Source: an optimization exercise on an open RTL-to-GDS flow (aim: small area, a short achievable clock period and few clock cycles). Production flows keep margins and buffers that such runs may drop.
Function was checked by simulation only, so behaviour that the tests miss may differ from the original.
Power figures rest on the tool's default switching activity, not on a simulated workload.

== job 337 ==
Design riscv, start of the top module:
module riscv (input  logic        clk, clr,
              input  logic [31:0] RD_instr, RD_data,
              output logic [31:0] PCF,
              output logic [31:0] ALUResultM, WriteDataM,
              output logic        MemWriteM,
              output logic [3:0]  byteEnable);
For scale: about 1500 flip-flops, ~170 I/O pins, ~0.096 mm2 of cells after synthesis.
export LEC_CHECK = 0
export CAP_MARGIN = 20
export CORE_MARGIN = 2
export CORE_UTILIZATION = 45
export SLEW_MARGIN = 20
export SYNTH_HIERARCHICAL = 1
create_clock -name core_clock -period 12.0 [get_ports {clk}]
standard.sh (not shown) runs the stock make flow with config.mk's settings and CLKGATE_MAP_FILE= SYNTH_SCRIPT=/design/flow/synth_recipe.tcl, a recipe that flattens the netlist after the stock synthesis.
==> flow/flow/run.sh <==
#!/bin/bash
set -euo pipefail
R=orfs/results/sky130hd/riscv/base
DU="sky130_fd_sc_hd__probe_p_8 sky130_fd_sc_hd__probec_p_8 sky130_fd_sc_hd__lpflow_bleeder_1 sky130_fd_sc_hd__lpflow_clkbufkapwr_1 sky130_fd_sc_hd__lpflow_clkbufkapwr_16 sky130_fd_sc_hd__lpflow_clkbufkapwr_2 sky130_fd_sc_hd__lpflow_clkbufkapwr_4 sky130_fd_sc_hd__lpflow_clkbufkapwr_8 sky130_fd_sc_hd__lpflow_clkinvkapwr_1 sky130_fd_sc_hd__lpflow_clkinvkapwr_16 sky130_fd_sc_hd__lpflow_clkinvkapwr_2 sky130_fd_sc_hd__lpflow_clkinvkapwr_4 sky130_fd_sc_hd__lpflow_clkinvkapwr_8 sky130_fd_sc_hd__lpflow_decapkapwr_12 sky130_fd_sc_hd__lpflow_decapkapwr_3 sky130_fd_sc_hd__lpflow_decapkapwr_4 sky130_fd_sc_hd__lpflow_decapkapwr_6 sky130_fd_sc_hd__lpflow_decapkapwr_8 sky130_fd_sc_hd__lpflow_inputiso0n_1 sky130_fd_sc_hd__lpflow_inputiso0p_1 sky130_fd_sc_hd__lpflow_inputiso1n_1 sky130_fd_sc_hd__lpflow_inputiso1p_1 sky130_fd_sc_hd__lpflow_inputisolatch_1 sky130_fd_sc_hd__lpflow_isobufsrc_1 sky130_fd_sc_hd__lpflow_isobufsrc_16 sky130_fd_sc_hd__lpflow_isobufsrc_2 sky130_fd_sc_hd__lpflow_isobufsrc_4 sky130_fd_sc_hd__lpflow_isobufsrc_8 sky130_fd_sc_hd__lpflow_isobufsrckapwr_16 sky130_fd_sc_hd__lpflow_lsbuf_lh_hl_isowell_tap_1 sky130_fd_sc_hd__lpflow_lsbuf_lh_hl_isowell_tap_2 sky130_fd_sc_hd__lpflow_lsbuf_lh_hl_isowell_tap_4 sky130_fd_sc_hd__lpflow_lsbuf_lh_isowell_4 sky130_fd_sc_hd__lpflow_lsbuf_lh_isowell_tap_1 sky130_fd_sc_hd__lpflow_lsbuf_lh_isowell_tap_2 sky130_fd_sc_hd__lpflow_lsbuf_lh_isowell_tap_4 sky130_fd_sc_hd__clkdlybuf4s* sky130_fd_sc_hd__dlygate4sd* sky130_fd_sc_hd__dlymetal6s*"

bash standard.sh synth > std_synth.log 2>&1
cp $R/1_2_yosys.v std_1_2_yosys.v
cp orfs/logs/sky130hd/riscv/base/1_2_yosys.log std_1_2_yosys.log

sed "s|SYNTH_SCRIPT=[^ ]*|SYNTH_SCRIPT=$PWD/flow/synth_split.tcl|" standard.sh > split.sh
rm -f $R/1_2_yosys.v $R/1_2_yosys.sdc $R/1_synth.odb $R/1_synth.sdc
bash split.sh synth > split_synth.log 2>&1
python3 flow/regcheck.py std_1_2_yosys.v $R/1_2_yosys.v > regcheck.log 2>&1

bash split.sh SETUP_SLACK_MARGIN=6.9 "DONT_USE_CELLS=$DU" finish > layout.log 2>&1
Other scripts of this flow, unchanged in this note and not shown: flow/flow/regcheck.py, flow/flow/synth_split.tcl
Testbench counts of job 337, summed over its fixed seeds: cycles 17,224.
Here is what was changed in the inputs of job 557 compared with job 337.
- a change of SLEW_MARGIN from 20 to 60
-- flow/flow/run.sh --
<<< job 337, line 14

bash split.sh SETUP_SLACK_MARGIN=6.9 "DONT_USE_CELLS=$DU" finish > layout.log 2>&1
>>> job 557, line 14

bash split.sh SETUP_SLACK_MARGIN=7.5 "DONT_USE_CELLS=$DU" finish > layout.log 2>&1
Notes after the runs:
The startpoint of the worst setup timing path comes out RD_instr[21] in one run and fBWE$_DFF_P_ in the other, namely in job 337 and job 557 respectively.
Job 337 -> job 557: number of max-cap violations delta 0, exact match
For the delay of the slowest cell on the worst path, job 557 came in 220 ps lower than job 337 did.
As far as number of ordinary inverters in the final layout is concerned, job 557 and job 337 perform about the same.
The lower largest vdd supply drop came out of job 337.
Job 557 vs job 337: ratio of final minimum period to clock period down
Compared with job 337, in job 557 measured slew at the worst slew-check pin lost 360 ps, power in sequential cells lost about 0.7%, area growth from synthesis to final layout picked up an extra 5.7 points.
#### Input delta (job 3568 over job 557)
- SLEW_MARGIN changed from 60 to 20
- TNS_END_PERCENT newly set to 20
[summary]
Changes observed in job 3568 relative to job 557: global-route wire length before repair now sits lower, power attributed to combinational cells now sits lower, total power now sits lower, routed wire length now sits lower.
Final-layout clock buffer total: job 3568 and job 557 compared, higher one is job 3568
In job 3568 the final critical-path setup slack turned out 48 ps higher than in job 557.
Re total routing resource utilization after global routing: job 3568 is 0.78 points down on job 557.
Changes observed in job 3568 relative to job 557: share of the cycle needed by the critical path after routing shows a reduction of 0.40 points; register-to-register slack moved up; number of DRC violations after detailed-routing iteration 0 shows an increase of 306; critical path arrival -90 ps.
Origin of the worst setup path = fBWE$_DFF_P_: job 557; origin of the worst setup path = mul.q[59]$_DFF_P_: job 3568
Input changes introduced in job 9927 (baseline for comparison: job 3568):
- clearing TNS_END_PERCENT, which used to be 20
==> comparison <==
Job 9927: setup slack at placement lower than job 3568
Job 9927 ends up with a layout overhead on the synthesized area that is 2.0 points higher than in job 3568.
Compared with job 3568, clock-buffer cell count in job 9927 decreased by a few percent.
Summary of job 9927 over job 3568: top achievable clock speed saw an increase, largest vdd supply drop saw an increase, actual transition at the worst max-transition pin saw a decrease.
Of job 3568 and job 9927, the higher global-route wire length before repair belongs to job 9927.
Job 9927 ended with more largest driver fanout on the critical path than job 3568.
Job 9927 has post-route worst hold slack above what job 3568 had.
Job 9927 reached the end of the flow, and the finished layout is clean on the timing, DRC and antenna checks.
Relative to job 3568, power increased by 0.90 mW in job 9927.
Inputs modified between job 9927 and job 5691:
- CORE_UTILIZATION changed from 45 to 38
Notes after the runs:
Diff job 9927 -> job 5691 | share of cell area taken by flip-flops and latches | decrease of 0.53 points. The lower non-clock buffer total of the final layout of job 5691 and job 9927 is in job 5691. Re register-to-register slack: job 5691 is 60 ps down on job 9927. Row logic depth of the worst path, buffers included: job 5691 lower / job 9927 higher.

separate check: timing with driven ports:
How much do the figures lean on ideal ports? The routed layouts below were timed once more, with nothing changed but the port constraints.
Step 1 (the two cells are an assumption about what drives the block):
set clk [get_ports {clk}]
set_driving_cell -lib_cell sky130_fd_sc_hd__clkbuf_16 $clk
set_driving_cell -lib_cell sky130_fd_sc_hd__buf_2 [delete_from_list [all_inputs] $clk]
Step 2 times the ports against the registers' clock, not the clock port: input delays grow and output delays shrink by t, the midpoint of the rising clock arrivals with the driver on.
Three values: ideal, step 1, step 2; two values: the first two.
run	t (ns)	setup WS [ns]	latest minus earliest clock arrival (ns)
job 337	0.948	6.807 / 6.746 / 5.799	0.112 / 0.111
job 557	0.960	7.291 / 7.291 / 6.519	0.094 / 0.094
job 3568	0.933	7.340 / 7.340 / 6.444	0.089 / 0.090
job 9927	0.924	7.359 / 7.293 / 6.369	0.060 / 0.061
job 5691	0.942	7.302 / 7.302 / 6.462	0.106 / 0.106
After both steps setup and hold are still met in every run listed. The setup slack of job 337, which loses most, moves by -0.061 ns with the drivers and by -1.008 ns with both steps.
